What follows belongs to an exercise in optimizing a design on an open flow for small area, a short achievable clock period and few clock cycles; a production flow would make more cautious choices. In this exercise RTL edits were held to simulation tests only and were not proved equivalent to the original. Power figures rest on the tool's default switching activity, not on a simulated workload.

**design/flow/run.sh**
```bash
#!/bin/bash
# synth_recipe.tcl (not shown) runs the flow's synth.tcl, then flattens the netlist and writes it again
# the make line also repeats each setting of config.mk as NAME=value (left out here)
make -C /OpenROAD-flow-scripts/flow DESIGN_CONFIG=/design/flow/config.mk WORK_HOME=/design/flow/orfs CLKGATE_MAP_FILE= SYNTH_SCRIPT=/design/flow/synth_recipe.tcl finish
```
**design/flow/config.mk**
```make
export PLATFORM = sky130hd
export DESIGN_NAME = JAM
export DESIGN_NICKNAME = JAM
export VERILOG_FILES = /design/flow/design.v
export SDC_FILE = /design/flow/constraint.sdc
export NUM_CORES = 4
export LEC_CHECK = 0
export CAP_MARGIN = 20
export CORE_MARGIN = 2
export CORE_UTILIZATION = 40
export SLEW_MARGIN = 20
```
**design/flow/constraint.sdc**
```tcl
create_clock -name core_clock -period 6.0 [get_ports {CLK}]
set_input_delay 1.2000 -clock core_clock [delete_from_list [all_inputs] [get_ports {CLK}]]
set_output_delay 1.2000 -clock core_clock [all_outputs]
set_load 0.01 [all_outputs]
```
**design/flow/design.v**
```verilog
module JAM (
input CLK,
input RST,
output reg [2:0] W,
output reg [2:0] J,
input [6:0] Cost,
output reg [3:0] MatchCount,
output reg [9:0] MinCost,
output reg Valid );
reg [9:0] cost_sum_r, cost_sum_w;
reg [2:0] seq_r [0:7], seq_w [0:7];
reg [2:0] stack_r [0:7], stack_w [0:7];  
wire [2:0] cur_seq;
wire [2:0] cur_stack;
wire [2:0] cur_swap;
reg [2:0] counter_r, counter_w;
reg [2:0] worker_r, worker_w;
wire [2:0] next_counter;
wire overflow;
reg swapped_r, swapped_w;
wire do_swap;
wire is_odd;
reg allow_swap;
wire sum_valid;
reg [9:0] min_cost_r, min_cost_w;
reg [3:0] match_count_r, match_count_w;
wire is_final;
reg [2:0] final_q;
integer i;
assign {overflow, next_counter} = counter_r + 1;
assign cur_seq = seq_r[counter_r];
assign cur_stack = stack_r[counter_r];
assign cur_swap = seq_r[cur_stack];
assign do_swap = cur_stack < counter_r;
assign is_odd = counter_r[0];
assign is_final = overflow && !do_swap;
assign sum_valid = swapped_r && worker_r == 1;
always @(*) begin
    W = worker_r;
    J = seq_r[worker_r];
    MatchCount = match_count_r;
    MinCost = min_cost_r;
    Valid = final_q[2];
end
always @(posedge CLK or posedge RST) begin
    if (RST) begin
        final_q <= 0;
    end
    else begin
        final_q <= {final_q[1:0], is_final};
    end
end
always @(*) begin
        allow_swap = worker_r == 7;
end
always @(*) begin
    worker_w = worker_r+1;
end
always @(posedge CLK or posedge RST) begin
    if (RST) begin
        worker_r <= 0;
    end
    else begin
        worker_r <= worker_w;
    end
end
always @(*) begin
    counter_w = do_swap ? (allow_swap ? 0 : counter_r) : next_counter;
end
always @(posedge CLK or posedge RST) begin
    if (RST) begin
        counter_r <= 0;
    end
    else begin
        counter_r <= counter_w;
    end
end
always @(*) begin
    min_cost_w = sum_valid && cost_sum_r < min_cost_r ? cost_sum_r : min_cost_r;
end
always @(posedge CLK or posedge RST) begin
    if (RST) begin
        min_cost_r <= 10'b11_1111_1111;
    end
    else begin
        min_cost_r <= min_cost_w;
    end
end
always @(*) begin
    match_count_w = sum_valid ? (
        cost_sum_r < min_cost_r ? 1 :
        cost_sum_r == min_cost_r ? match_count_r+1 :
        match_count_r
    ) : match_count_r;
end
always @(posedge CLK or posedge RST) begin
    if (RST) begin
        match_count_r <= 0;
    end
    else begin
        match_count_r <= match_count_w;
    end
end
always @(*) begin
    swapped_w = swapped_r || do_swap;
end
always @(posedge CLK or posedge RST) begin
    if (RST) begin
        swapped_r <= 0;
    end
    else begin
        swapped_r <= swapped_w;
    end
end
always @(*) begin
    cost_sum_w = worker_r == 1 ? Cost : cost_sum_r + Cost;
end
always @(posedge CLK or posedge RST) begin
    if (RST) begin
        cost_sum_r <= 0;
    end
    else begin
        cost_sum_r <= cost_sum_w;
    end
end
always @(*) begin
    for(i=0; i<8; i=i+1) begin
        stack_w[i] = stack_r[i];
    end
    if (do_swap) begin
        stack_w[counter_r] = allow_swap ? stack_r[counter_r]+1 : stack_r[counter_r];
    end
    else begin
        stack_w[counter_r] = 0;
    end
end
always @(posedge CLK or posedge RST) begin
    if (RST) begin
        for(i=0; i<8; i=i+1) begin
            stack_r[i] <= 0;
        end
    end
    else begin
        for(i=0; i<8; i=i+1) begin
            stack_r[i] <= stack_w[i];
        end
    end
end
always @(*) begin
    for(i=0; i<8; i=i+1) begin
        seq_w[i] = seq_r[i];
    end
    if (allow_swap && do_swap) begin
        if (is_odd) begin
            seq_w[counter_r] = cur_swap;
            seq_w[cur_stack] = cur_seq;
        end
        else begin
            seq_w[0] = cur_seq;
            seq_w[counter_r] = seq_r[0];
        end
    end
end
always @(posedge CLK or posedge RST) begin
    if (RST) begin
        for(i=0; i<8; i=i+1) begin
            seq_r[i] <= i[2:0];
        end
    end
    else begin
        for(i=0; i<8; i=i+1) begin
            seq_r[i] <= seq_w[i];
        end
    end
end
endmodule
```
==> qor.tcl <==
set qor(area_delta_synth_final_pct) 12.6
set qor(grt_pass1_wl_um) 24400
set qor(fin_crit_sh) 0.843
set qor(post_cts_hold_buffers) 0
set qor(wirelength_um) 15700
set qor(cts_sinks) 82
set qor(critical_path.startpoint_type) {flip-flop}
set qor(synth.largest_area_cell) {sky130_fd_sc_hd__dfrtp_1}
set qor(fp.dieW_um) 123
set qor(fmax_mhz) 198
set qor(floorplan.initialDensity) 0.410
set qor(synth.top_cell.area_share) 0.264
set qor(post-dp-hpwl_um) 11300
set qor(finClkSkew_ns) 0.00933
set qor(antenna_cells) 0
set qor(drc_errors) 0
set qor(finalSetupViolCount) 0
set qor(ctsHtreeMaxLevel) 3
set qor(first_global_vias) 4431
set qor(filler_cell_count) 1307
set qor(die_area_um2) 15200
set qor(gr-usage-met3) 0.0526
set qor(std_cell_rows) 43
set qor(synth.ff_latch_count) 82
set qor(worst_ir_drop_vdd_v) 0.000163
set qor(clkLatencyLatePin_ns) 0.35
set qor(gr-usage-met2) 0.335
set qor(grt_util_met1) 0.278
set qor(antenna_found_initial) 0
set qor(drt_iter0_drc) 446
set qor(grt-busiest-layer) {met2}
set qor(nNetsFinal) 655
set qor(drive_gt1_frac) 0.191
set qor(io_pins) 30
set qor(timing.critical_path.fanout_max) 31
set qor(mapped_cells) 595
set qor(mappedNetlistNets) 644
set qor(quantity_of_gates_resized_following_cts) 0
set qor(cts-buffers-inserted) 9
set qor(post_cts.repair.setup_buffers) 0
set qor(setup-tns-final_ns) 0
set qor(worst_setup_path_end_kind) {flip-flop}
set qor(cts.reportedPaths.clkPinSlew_ns) 0.06
set qor(cts_tree) {built}
set qor(synth_ff_type) {sky130_fd_sc_hd__dfrtp_1}
set qor(worst-slew-pin-transition_ns) 1.06
set qor(final.min_clock_period_ns) 5.06
set qor(r2r_setup_slack_ns) 0.94
set qor(drv_cap) 0
set qor(largest_net_degree_at_the_start_of_global_routing) 51
set qor(worst_hold_path_type) {flip-flop to flip-flop}
set qor(die_h_um) 123
set qor(post-layout-total-power_w) 0.00188
set qor(routed-via-count) 4751
set qor(postSynth.asyncResetShare) 1.00
set qor(synthesis.yosys.warnings) 5
set qor(arrival_ns) 5.29
set qor(rsz0062_at_grt) {false}
set qor(edff_count_synth) 0
set qor(clock_tree_root_driver_cell) {sky130_fd_sc_hd__clkbuf_16}
set qor(seq_area_frac_synth) 0.365
set qor(critical_path_class) {flip-flop to flip-flop}
set qor(core-area_um2) 13900
set qor(drt.antenna.violating_nets) 0
set qor(routabilityCongestion) 0.970
set qor(post_synth_num_cell_types) 79
set qor(routedWlPerCell_um) 19.8
set qor(final_number_of_max_transition_violations) 0
set qor(synth_top_cells_by_area) {sky130_fd_sc_hd__dfrtp_1 26%, sky130_fd_sc_hd__dfstp_2 10%, sky130_fd_sc_hd__mux2_2 9.1%}
set qor(synthesis.area_um2) 5690
set qor(p_per_area_nw_per_um2) 293
set qor(clockBufferDepth) 2
set qor(grtUsageTotal) 0.214
set qor(route.detailed.vias_per_inst) 6.01
set qor(status) {complete, no violations}
set qor(final-hold-violation-count) 0
set qor(grt_remaining_overflow) 0
set qor(synth.cells.most_frequent) {60 x sky130_fd_sc_hd__dfrtp_1, 60 x sky130_fd_sc_hd__nand2_1, 46 x sky130_fd_sc_hd__mux2_2}
set qor(power.leakage_nw) 2.80
set qor(syn_avg_cell_area_um2) 9.57
set qor(max_slew_margin_vs_limit) 0.286
set qor(placement.io_buffers) 29
set qor(worst-endpoint-required_ns) 6.24
set qor(first_pass_detailed_route_iteration_total) 5
==> metal layers <==
| layer | vias to the layer above | wire length [um] |
|---|---|---|
| li1 | 2199 | - |
| met1 | 2306 | 6750 |
| met2 | 202 | 7150 |
| met3 | 44 | 1160 |
| met4 | 0 | 614 |
| met5 | - | 0 |
==> worst max-delay path: stages (launching register included) <==
cell	delay [ns]
sky130_fd_sc_hd__dfrtp_1	0.32
sky130_fd_sc_hd__buf_4	0.33
sky130_fd_sc_hd__inv_1	0.07
sky130_fd_sc_hd__buf_4	0.22
sky130_fd_sc_hd__ha_1	0.37
sky130_fd_sc_hd__a22o_1	0.29
sky130_fd_sc_hd__a211oi_1	0.37
sky130_fd_sc_hd__o21ai_0	0.24
sky130_fd_sc_hd__nand2_1	0.19
sky130_fd_sc_hd__inv_1	0.08
sky130_fd_sc_hd__ha_1	0.25
sky130_fd_sc_hd__ha_1	0.31
sky130_fd_sc_hd__nor3_1	0.35
sky130_fd_sc_hd__o21ai_1	0.17
sky130_fd_sc_hd__nand2b_1	0.45
sky130_fd_sc_hd__nand2_1	0.30
sky130_fd_sc_hd__mux2_2	0.37
sky130_fd_sc_hd__mux2_2	0.26
==> power breakdown <==
part,switching (W),internal [W]
combinational,0.000251,0.000262
clock,0.000243,0.000411
sequential,0.0000611,0.000649
==> kinds of logic (layout without fill, tap and decap cells) <==
logic type / Yosys count / after routing / synth area share
flip-flops: 82 / 82 / 0.365
XOR/XNOR: 7 / 7 / 0.0108
adder cells (fa/ha/maj): 40 / 40 / 0.0892
AND/OR/NAND/NOR: 169 / 169 / 0.144
AO/OA/AOI/OAI: 167 / 167 / 0.219
buffers and inverters: 71 / 87 / 0.0565
multiplexers: 59 / 59 / 0.115
==> metrics by stage <==
step | hold slack, ns | area [um2] | util | worst slack [ns] | std cells
2_1_floorplan | 0.331 | 5690 | - | 1.65 | 595
3_3_place_gp | 0.333 | 6060 | 0.437 | 1.22 | 775
3_5_place_dp | 0.340 | 6060 | 0.437 | 1.03 | 775
4_1_cts | 0.355 | 6410 | 0.462 | 1.02 | 791
5_1_grt | 0.369 | 6410 | 0.462 | 0.527 | 791
6_report | 0.350 | 6410 | 0.462 | 0.942 | 791
==> layout make-up <==
type	count	area [um2]	area share
Tap cell	180	225	0.0351
Sequential cell	82	2080	0.324
Multi-Input combinational cell	442	3290	0.514
Timing Repair Buffer	33	320	0.0500
Clock buffer	9	225	0.0351
Inverter	38	144	0.0224
Clock inverter	7	125	0.0195
==> registers in the layout, summed over array words and instances, names as in the netlist <==
register,cells
min_cost_r,10
cost_sum_r,10
seq_r,24
swapped_r,1
counter_r,3
match_count_r,4
stack_r,24
worker_r,3
final_q,3
==> layout by cell type (no fill, tap or decap), types with 12 or more instances in the layout <==
cell type and count:
sky130_fd_sc_hd__nor3_1 12, sky130_fd_sc_hd__a21oi_1 31, sky130_fd_sc_hd__dfstp_2 22, sky130_fd_sc_hd__nand2_1 60
sky130_fd_sc_hd__a22oi_1 12, sky130_fd_sc_hd__nor2_1 41, sky130_fd_sc_hd__inv_1 35, sky130_fd_sc_hd__ha_1 39
sky130_fd_sc_hd__mux2_2 46, sky130_fd_sc_hd__o21ai_0 30, sky130_fd_sc_hd__clkdlybuf4s50_1 29, sky130_fd_sc_hd__dfrtp_1 60
==> final timing paths <==
kind | end | startpoint | depth (start not counted)
max in group asynchronous | seq_r[2][2]$_DFFE_PP0P_ | RST | 3
worst min-delay path | final_q[2]$_DFF_PP0_ | final_q[1]$_DFF_PP0_ | 0
worst min register to register | final_q[2]$_DFF_PP0_ | final_q[1]$_DFF_PP0_ | 0
worst max-delay path | seq_r[0][1]$_DFFE_PP0P_ | counter_r[0]$_DFFE_PP0P_ | 17
worst max register to register | seq_r[0][1]$_DFFE_PP0P_ | counter_r[0]$_DFFE_PP0P_ | 17
min in group asynchronous | final_q[1]$_DFF_PP0_ | RST | 2
Testbench counts, summed over its fixed seeds: cycles 3,870,756.

==> what the ideal ports hide <==
In the flow no input, the clock included, has a driving cell. The finished layout below was timed again as built, in two steps.
Step 1 sets driving cells, clkbuf_16 on the clock port and buf_2 on the other inputs (assumed; they add their load-dependent delay and slew).
Step 2 adds t to the input delays and takes it off the output delays; t is the mean of the earliest and latest rising clock arrival at the registers after step 1. Input paths then give back, and output paths get back, about the clock's delay inside the block.
Three values: ideal ports, drivers, drivers and shift; two values: the first two.
shift t [ns]: 0.391
slack for setup (ns): 0.942 / 0.942 / 0.942
worst setup path at the end: register to register
cell pins on the clock port's net: 1
After both steps setup and hold are still met in this run. For this run, drivers alone change the setup slack by 0.000 ns; drivers and shift together by 0.000 ns.
